Background: an optimization exercise with open tools, aiming at small area. Do not read the settings as production practice. The RTL was checked by simulation tests, not by an equivalence proof against the original design. No driver is modelled on the clock port, so clock power and skew are understated where the tree is cut down; a real chip needs a root buffer or a tree. Power is estimated from default activity; no workload was simulated.

## newspaper_vending_machine
module newspaper_vending_machine(
    input wire clk,              
    input wire reset,            
    input wire coin5,             
    input wire coin10,            
    input wire coin15,            
    output reg newspaper,         
    output reg [4:0] led_amount   
);
Settings: LEC_CHECK=0, CAP_MARGIN=20, CORE_MARGIN=2, CORE_UTILIZATION=40, SLEW_MARGIN=20; clock period 10.0 ns.
run.sh (not shown) runs the stock make flow with config.mk's settings and CLKGATE_MAP_FILE= SYNTH_SCRIPT=/design/flow/synth_recipe.tcl, a recipe that flattens the netlist after the stock synthesis.
Edit:
==> flow/flow/run.sh (new file) <==
#!/bin/bash
# Standard ORFS layout, except: the clock is buffered by a single clock
# buffer (flow/cts_hook.tcl, run before CTS) and every input and output port
# gets the smallest buffer.  ORFS writes each step's log under orfs/logs.
set -e
export FLOW_CLKBUF=${FLOW_CLKBUF:-sky130_fd_sc_hd__clkbuf_16}
export PRE_CTS_TCL=$PWD/flow/cts_hook.tcl
export BUFFER_PORTS_ARGS="-buffer_cell sky130_fd_sc_hd__buf_1"
bash standard.sh > standard.log 2>&1
==> flow/flow/cts_hook.tcl (new file) <==
# Clock tree: one clock buffer, placed at the centre of the registers,
# drives every clock pin.  Replaces TritonCTS's H-tree.
set block [ord::get_db_block]
set sx 0.0
set sy 0.0
set n 0
foreach it [[$block findNet clk] getITerms] {
  set b [[$it getInst] getBBox]
  set sx [expr {$sx + ([$b xMin] + [$b xMax]) / 2.0}]
  set sy [expr {$sy + ([$b yMin] + [$b yMax]) / 2.0}]
  incr n
}
set dbu [$block getDbUnitsPerMicron]
set x [expr {$sx / $n / $dbu}]
set y [expr {$sy / $n / $dbu}]
puts "clock buffer $::env(FLOW_CLKBUF) for $n sinks at ($x, $y)"
insert_buffer -buffer_cell $::env(FLOW_CLKBUF) -net clk -location [list $x $y] \
  -buffer_name clkbuf_root -net_name clknet_root
[$block findNet clknet_root] setSigType CLOCK
set_propagated_clock [all_clocks]
rename clock_tree_synthesis _tritoncts
proc clock_tree_synthesis {args} {
  puts "clock_tree_synthesis skipped: single clock buffer inserted"
}
==> flow/standard.sh (new file) <==
#!/bin/bash
# synth_recipe.tcl (not shown) runs the flow's synth.tcl, then flattens the netlist and writes it again
# the make line also repeats each setting of config.mk as NAME=value (left out here)
make -C /OpenROAD-flow-scripts/flow DESIGN_CONFIG=/design/flow/config.mk WORK_HOME=/design/flow/orfs CLKGATE_MAP_FILE= SYNTH_SCRIPT=/design/flow/synth_recipe.tcl "${@:-finish}"
removed: flow/run.sh
The new run failed in clock tree synthesis; synthesized cell count is unchanged; synthesized area is unchanged.
Edit:
==> flow/run.sh (new file) <==
#!/bin/bash
# synth_recipe.tcl (not shown) runs the flow's synth.tcl, then flattens the netlist and writes it again
# the make line also repeats each setting of config.mk as NAME=value (left out here)
make -C /OpenROAD-flow-scripts/flow DESIGN_CONFIG=/design/flow/config.mk WORK_HOME=/design/flow/orfs CLKGATE_MAP_FILE= SYNTH_SCRIPT=/design/flow/synth_recipe.tcl finish
Settings changed: ABC_AREA from default to 1.
removed: flow/flow/run.sh
removed: flow/flow/cts_hook.tcl
removed: flow/standard.sh
What happened: With this change the flow completed with no timing, DRC or antenna violations; area after synthesis increases by 2.4%; synthesized cell count is higher by 25%.
Edit:
==> flow/flow/run.sh (new file) <==
#!/bin/bash
# Standard ORFS layout, with a single-level clock tree (no dummy loads)
# and the smallest buffer on every input and output port.
set -e
export CTS_ARGS="-sink_clustering_enable -repair_clock_nets -dont_use_dummy_load -sink_clustering_size 100 -sink_clustering_max_diameter 500 -buf_list sky130_fd_sc_hd__clkbuf_16"
export BUFFER_PORTS_ARGS="-buffer_cell sky130_fd_sc_hd__buf_1"
bash standard.sh > standard.log 2>&1
==> flow/standard.sh (new file) <==
#!/bin/bash
# synth_recipe.tcl (not shown) runs the flow's synth.tcl, then flattens the netlist and writes it again
# the make line also repeats each setting of config.mk as NAME=value (left out here)
make -C /OpenROAD-flow-scripts/flow DESIGN_CONFIG=/design/flow/config.mk WORK_HOME=/design/flow/orfs CLKGATE_MAP_FILE= SYNTH_SCRIPT=/design/flow/synth_recipe.tcl "${@:-finish}"
Settings changed: ABC_AREA 1 to default.
removed: flow/run.sh
What happened:
- utilization came out lower by 1.8 points
- cell area is lower by 4.9%
- worst setup slack is better by 0.25 ns
- final cell count goes down by 17%
- routed wire length came out higher by 2.2%

---

main:
newspaper_vending_machine, a different RTL version from the one above (not shown whole).
Size in the first run: ~180 cells after synthesis, about 11 I/O pins, ~1800 um2 of cells after synthesis.
// newspaper_vending_machine
module newspaper_vending_machine(
    input wire clk,              
    input wire reset,            
    input wire coin5,             
    input wire coin10,            
    input wire coin15,            
    output reg newspaper,         
    output reg [4:0] led_amount   
);
    localparam [9:0]  DB_LOAD = 10'h2f9;
    localparam [9:0]  DB_INV  = 10'h2aa;
    localparam [9:0]  DB_FULL = 10'h3b7;
    localparam [9:0]  DB_LAST = 10'h1df;
    localparam [14:0] DP_LOAD = 15'h2ecf;
    localparam [14:0] DP_INV  = 15'h2aaa;
    reg coin5_sync1, coin5_sync2;
    reg coin10_sync1, coin10_sync2;
    reg coin15_sync1, coin15_sync2;
    reg reset_sync1, reset_sync2;
    always @(posedge clk) begin
        coin5_sync1  <= coin5;
        coin5_sync2  <= coin5_sync1;
        coin10_sync1 <= coin10;
        coin10_sync2 <= coin10_sync1;
        coin15_sync1 <= coin15;
        coin15_sync2 <= coin15_sync1;
        reset_sync1  <= reset;
        reset_sync2  <= reset_sync1;
    end
    reg coin5_last, coin10_last, coin15_last;
    reg coin5_prev, coin10_prev, coin15_prev;
    reg [9:0] debounce_counter5, debounce_counter10, debounce_counter15;
    wire [9:0] q5  = debounce_counter5  ^ DB_INV;
    wire [9:0] q10 = debounce_counter10 ^ DB_INV;
    wire [9:0] q15 = debounce_counter15 ^ DB_INV;
    wire coin5_full  = &(q5 | ~DB_FULL);
    wire coin10_full = &(q10 | ~DB_FULL);
    wire coin15_full = &(q15 | ~DB_FULL);
    wire [9:0] q5_next  = {q5[8:0],  ~(q5[9]  ^ q5[6])  | (&(q5 | ~DB_LAST))};
    wire [9:0] q10_next = {q10[8:0], ~(q10[9] ^ q10[6]) | (&(q10 | ~DB_LAST))};
    wire [9:0] q15_next = {q15[8:0], ~(q15[9] ^ q15[6]) | (&(q15 | ~DB_LAST))};
    wire coin5_stable  = coin5_full  ? coin5_last  : coin5_prev;
    wire coin10_stable = coin10_full ? coin10_last : coin10_prev;
    wire coin15_stable = coin15_full ? coin15_last : coin15_prev;
    always @(posedge clk) begin
        if (coin5_sync2 != coin5_last)
  ...
clock: 10.0 ns
lec_check: 0
cap_margin: 20
core_margin: 2
core_utilization: 40
slew_margin: 20
standard.sh (not shown) runs the stock make flow with config.mk's settings and CLKGATE_MAP_FILE= SYNTH_SCRIPT=/design/flow/synth_recipe.tcl, a recipe that flattens the netlist after the stock synthesis.
==> flow/flow/run.sh <==
#!/bin/bash
# Standard ORFS layout, except:
#  - after the standard synthesis, the logic between the registers is mapped
#    again for area (flow/remap.py; registers and their names are kept);
#  - the clock port drives a few clock buffers, one per cluster of registers
#    (flow/cts_hook.tcl, run before CTS), instead of TritonCTS's tree;
#  - every input and output port gets the smallest buffer.
# ORFS writes each step's log under orfs/logs; the others go to *.log here.
set -e
export FLOW_CLKBUF=${FLOW_CLKBUF:-sky130_fd_sc_hd__clkbuf_16}
export FLOW_NCLK=${FLOW_NCLK:-2}
export PRE_CTS_TCL=$PWD/flow/cts_hook.tcl
export BUFFER_PORTS_ARGS="-buffer_cell sky130_fd_sc_hd__buf_1"
R=orfs/results/$FLOW_PLATFORM/newspaper_vending_machine/base
bash standard.sh synth > standard_synth.log 2>&1
cp $R/1_2_yosys.v $R/1_2_yosys_standard.v
python3 flow/remap.py $R/1_2_yosys_standard.v remap_out.v orfs/objects/$FLOW_PLATFORM/newspaper_vending_machine/base/abc.constr > remap.log 2>&1
cp remap_out.v $R/1_2_yosys.v
rm -f $R/1_synth.odb
bash standard.sh > standard.log 2>&1
==> flow/flow/cts_hook.tcl <==
set block [ord::get_db_block]
set clknet [$block findNet clk]
set k $::env(FLOW_NCLK)
set pts {}
set its {}
foreach it [$clknet getITerms] {
  set b [[$it getInst] getBBox]
  lappend pts [list [expr {([$b xMin] + [$b xMax]) / 2.0}] [expr {([$b yMin] + [$b yMax]) / 2.0}]]
  lappend its $it
}
set n [llength $pts]
# initial centres: sinks sorted by x+y, evenly spaced
set order [lsort -real -indices [lmap p $pts {expr {[lindex $p 0] + [lindex $p 1]}}]]
set cen {}
for {set c 0} {$c < $k} {incr c} {
  lappend cen [lindex $pts [lindex $order [expr {int(($c + 0.5) * $n / $k)}]]]
}
# balanced k-means: each cluster takes at most ceil(n/k) sinks
set cap [expr {($n + $k - 1) / $k}]
for {set iter 0} {$iter < 30} {incr iter} {
  set pairs {}
  for {set i 0} {$i < $n} {incr i} {
    set p [lindex $pts $i]
    for {set c 0} {$c < $k} {incr c} {
      set q [lindex $cen $c]
      lappend pairs [list [expr {abs([lindex $p 0] - [lindex $q 0]) + abs([lindex $p 1] - [lindex $q 1])}] $i $c]
    }
  }
  set pairs [lsort -real -index 0 $pairs]
  set asg [lrepeat $n -1]
  set cnt [lrepeat $k 0]
  foreach pr $pairs {
    lassign $pr d i c
    if {[lindex $asg $i] >= 0 || [lindex $cnt $c] >= $cap} { continue }
    lset asg $i $c
    lset cnt $c [expr {[lindex $cnt $c] + 1}]
  }
  set new {}
  for {set c 0} {$c < $k} {incr c} {
    set sx 0.0; set sy 0.0; set m 0
    for {set i 0} {$i < $n} {incr i} {
      if {[lindex $asg $i] == $c} {
        set sx [expr {$sx + [lindex $pts $i 0]}]
        set sy [expr {$sy + [lindex $pts $i 1]}]
        incr m
      }
    }
    lappend new [list [expr {$sx / max($m, 1)}] [expr {$sy / max($m, 1)}]]
  }
  set cen $new
}
set master [[ord::get_db] findMaster $::env(FLOW_CLKBUF)]
for {set c 0} {$c < $k} {incr c} {
  set inst [odb::dbInst_create $block $master clkbuf_$c]
  set net [odb::dbNet_create $block clknet_$c]
  $net setSigType CLOCK
  for {set i 0} {$i < $n} {incr i} {
    if {[lindex $asg $i] == $c} {
      set it [lindex $its $i]
      $it disconnect
      $it connect $net
    }
  }
  [$inst findITerm A] connect $clknet
  [$inst findITerm X] connect $net
  $inst setLocation [expr {int([lindex $cen $c 0])}] [expr {int([lindex $cen $c 1])}]
  $inst setPlacementStatus PLACED
  puts "clock buffer clkbuf_$c ($::env(FLOW_CLKBUF)): [lindex $cnt $c] sinks at [lindex $cen $c]"
}
set_propagated_clock [all_clocks]
rename clock_tree_synthesis _tritoncts
proc clock_tree_synthesis {args} {
  puts "clock_tree_synthesis skipped: clock buffers inserted by flow/cts_hook.tcl"
}
==> flow/flow/remap.py <==
#!/usr/bin/env python3
# Re-maps the combinational logic of the standard synthesis netlist for
# area.  The registers (dfxtp instances) are kept as they are, with their
# names; every other cell is replaced by its liberty function and the logic
# between the registers and ports is mapped again by ABC with a few area
# scripts.  The smallest result is written out.
# usage: remap.py in.v out.v abc.constr
import os, re, subprocess, sys
IN, OUT, CONSTR = sys.argv[1:4]
FLOW = os.environ['FLOW_HOME']
LIB = FLOW + '/platforms/sky130hd/lib/sky130_fd_sc_hd__tt_025C_1v80.lib'
YOSYS = os.environ.get('FLOW_YOSYS', FLOW + '/../tools/install/yosys/bin/yosys')
lib = open(LIB).read()
dont = sorted(set(re.findall(r'sky130_fd_sc_hd__\w+', open(FLOW + '/platforms/sky130hd/config.mk').read())))
net = open(IN).read()
used = set(re.findall(r'^\s*(sky130_fd_sc_hd__\w+)\s', net, re.M))
models = []
for cell in sorted(used):
    if cell.startswith('sky130_fd_sc_hd__df'):
        continue
    i = lib.index('cell ("%s")' % cell)
    j = lib.find('\n    cell (', i + 10)
    body = lib[i:j if j > 0 else len(lib)]
    ins, outs = [], []
    for name, pb in re.findall(r'(?<![_\w])pin \("(\w+)"\) \{(.*?)\n        \}', body, re.S):
        d = re.search(r'direction : "(\w+)"', pb).group(1)
        f = re.search(r'function : "([^"]*)"', pb)
        if d == 'input':
            ins.append(name)
        else:
            if not f:
                sys.exit('no function for %s/%s' % (cell, name))
            outs.append((name, f.group(1)))
    s = 'module %s(%s);\n' % (cell, ', '.join(ins + [o for o, _ in outs]))
    s += ''.join('  input %s;\n' % p for p in ins)
    for o, f in outs:
        e = re.sub(r'\)\s+\(', ') & (', f.replace('!', '~'))
        s += '  output %s;\n  assign %s = %s;\n' % (o, o, e)
    models.append(s + 'endmodule\n')
open('remap_models.v', 'w').write('\n'.join(models))
scripts = {
    'nf': '&get -n\n&st\n&dch\n&nf -R 1000 -p\n&put\n',
    'nf3': '&get -n\n&st\n&dch\n&nf -R 1000 -p\n&st\n&syn2\n&dch\n&nf -R 1000 -p\n&st\n&dch -f\n&nf -R 1000 -p\n&put\n',
    'amap': 'strash\ndch\namap\n',
    'amapm': 'strash\ndch\namap -m -F 4 -A 8\n',
    'speed': open(FLOW + '/scripts/abc_speed.script').read(),
}
best = None
for name, scr in scripts.items():
    open('remap_%s.abc' % name, 'w').write(scr)
    ys = '\n'.join([
        'read_liberty -lib %s' % LIB,
        'read_verilog remap_models.v',
        'read_verilog %s' % IN,
        'hierarchy -top %s' % os.environ['FLOW_TOP'],
        'flatten', 'techmap', 'opt -fast', 'opt_clean',
        'abc -liberty %s %s -constr %s -script remap_%s.abc' % (LIB, ' '.join('-dont_use ' + c for c in dont), CONSTR, name),
        'opt_clean',
        'write_verilog -noattr -noexpr -nohex -nodec remap_%s.v' % name,
        'stat -liberty %s' % LIB, ''])
    open('remap_%s.ys' % name, 'w').write(ys)
    with open('remap_%s.log' % name, 'w') as log:
        r = subprocess.run([YOSYS, '-s', 'remap_%s.ys' % name], stdout=log, stderr=subprocess.STDOUT)
    txt = open('remap_%s.log' % name).read()
    m = re.findall(r'Chip area for module .*?: ([\d.]+)', txt)
    if r.returncode or not m:
        print('remap %s: failed' % name)
        continue
    area = float(m[-1])
    print('remap %s: area %.2f' % (name, area))
    if best is None or area < best[0]:
        best = (area, name)
m = re.findall(r'Chip area for module .*?: ([\d.]+)', open(os.environ.get('FLOW_SYNTH_LOG', '/dev/null')).read()) if os.environ.get('FLOW_SYNTH_LOG') else []
if best is None:
    sys.exit('remap: no script succeeded')
print('remap: using %s (%.2f)' % (best[1], best[0]))
open(OUT, 'w').write(open('remap_%s.v' % best[1]).read())
No stage failed in main, and the final checks on the layout all came back clean.
> inputs changed (main -> the feature branch)
diff --git a/flow/flow/run.sh b/flow/flow/run.sh
--- a/flow/flow/run.sh
+++ b/flow/flow/run.sh
@@ -10,2 +10,2 @@
-export FLOW_CLKBUF=${FLOW_CLKBUF:-sky130_fd_sc_hd__clkbuf_16}
-export FLOW_NCLK=${FLOW_NCLK:-2}
+export FLOW_CLKBUF=${FLOW_CLKBUF:-sky130_fd_sc_hd__clkbuf_8}
+export FLOW_NCLK=${FLOW_NCLK:-3}
diff --git a/flow/flow/remap.py b/flow/flow/remap.py
--- a/flow/flow/remap.py
+++ b/flow/flow/remap.py
@@ -45,0 +46,3 @@
+    'amap3': 'strash\ndch\namap\n' * 3,
+    'amap5': 'strash\ndch\namap\n' * 5,
+    'amapm3': 'strash\ndch\namap -m -F 4 -A 8\n' * 3,
@@ -73 +75,0 @@
-m = re.findall(r'Chip area for module .*?: ([\d.]+)', open(os.environ.get('FLOW_SYNTH_LOG', '/dev/null')).read()) if os.environ.get('FLOW_SYNTH_LOG') else []
diff --git a/flow/config.mk b/flow/config.mk
--- a/flow/config.mk
+++ b/flow/config.mk
@@ -10 +10,2 @@
-export CORE_UTILIZATION = 40
+export CORE_UTILIZATION = 70
+export PLACE_DENSITY = 0.85
Results
Diff main -> the feature branch | internal power of the cells | down by a few percent
In the metrics for the feature branch and main, the one carrying the higher worst slew slack as a fraction of its limit is the feature branch.
Synthesized netlist net count (higher): main
The feature branch vs main: worst setup slack up in the feature branch
Against main, power consumed by combinational cells in the feature branch fell by more than 10%.
On the feature branch: synthesized cell count is 5 lower than what main gave.
In every run of this note, the design's own scripts or RTL, not TritonCTS, make the clock network.

what the ideal ports hide:
How much do the figures lean on ideal ports? The routed layouts below were timed once more, with nothing changed but the port constraints.
Step 1: set_driving_cell puts a clkbuf_16 on clk and a buf_2 on each other input, an assumption about the parent block.
Step 2 adds t to the input delays and takes it off the output delays; t is the mean of the earliest and latest rising clock arrival at the registers after step 1. Input paths then give back, and output paths get back, about the clock's delay inside the block.
a / b / c = no drivers / after step 1 / after step 2; a / b = the first two.
run	shift t [ns]	slack for setup (ns)	worst hold slack (ns)	worst register clock-pin slew, ns
the first run of note 1	0.359	6.261 / 6.234 / 6.594	0.328 / 0.328 / 0.328	0.07 / 0.07
the third run of note 1	0.363	6.415 / 6.387 / 6.751	0.327 / 0.327 / 0.327	0.07 / 0.07
the fourth run of note 1	0.348	6.666 / 6.635 / 6.983	0.319 / 0.319 / 0.319	0.05 / 0.05
main	0.208	6.868 / 6.825 / 7.034	0.338 / 0.338 / 0.338	0.11 / 0.11
the feature branch	0.208	6.882 / 6.837 / 7.045	0.332 / 0.332 / 0.332	0.12 / 0.12
After both steps setup and hold are still met in every run listed.
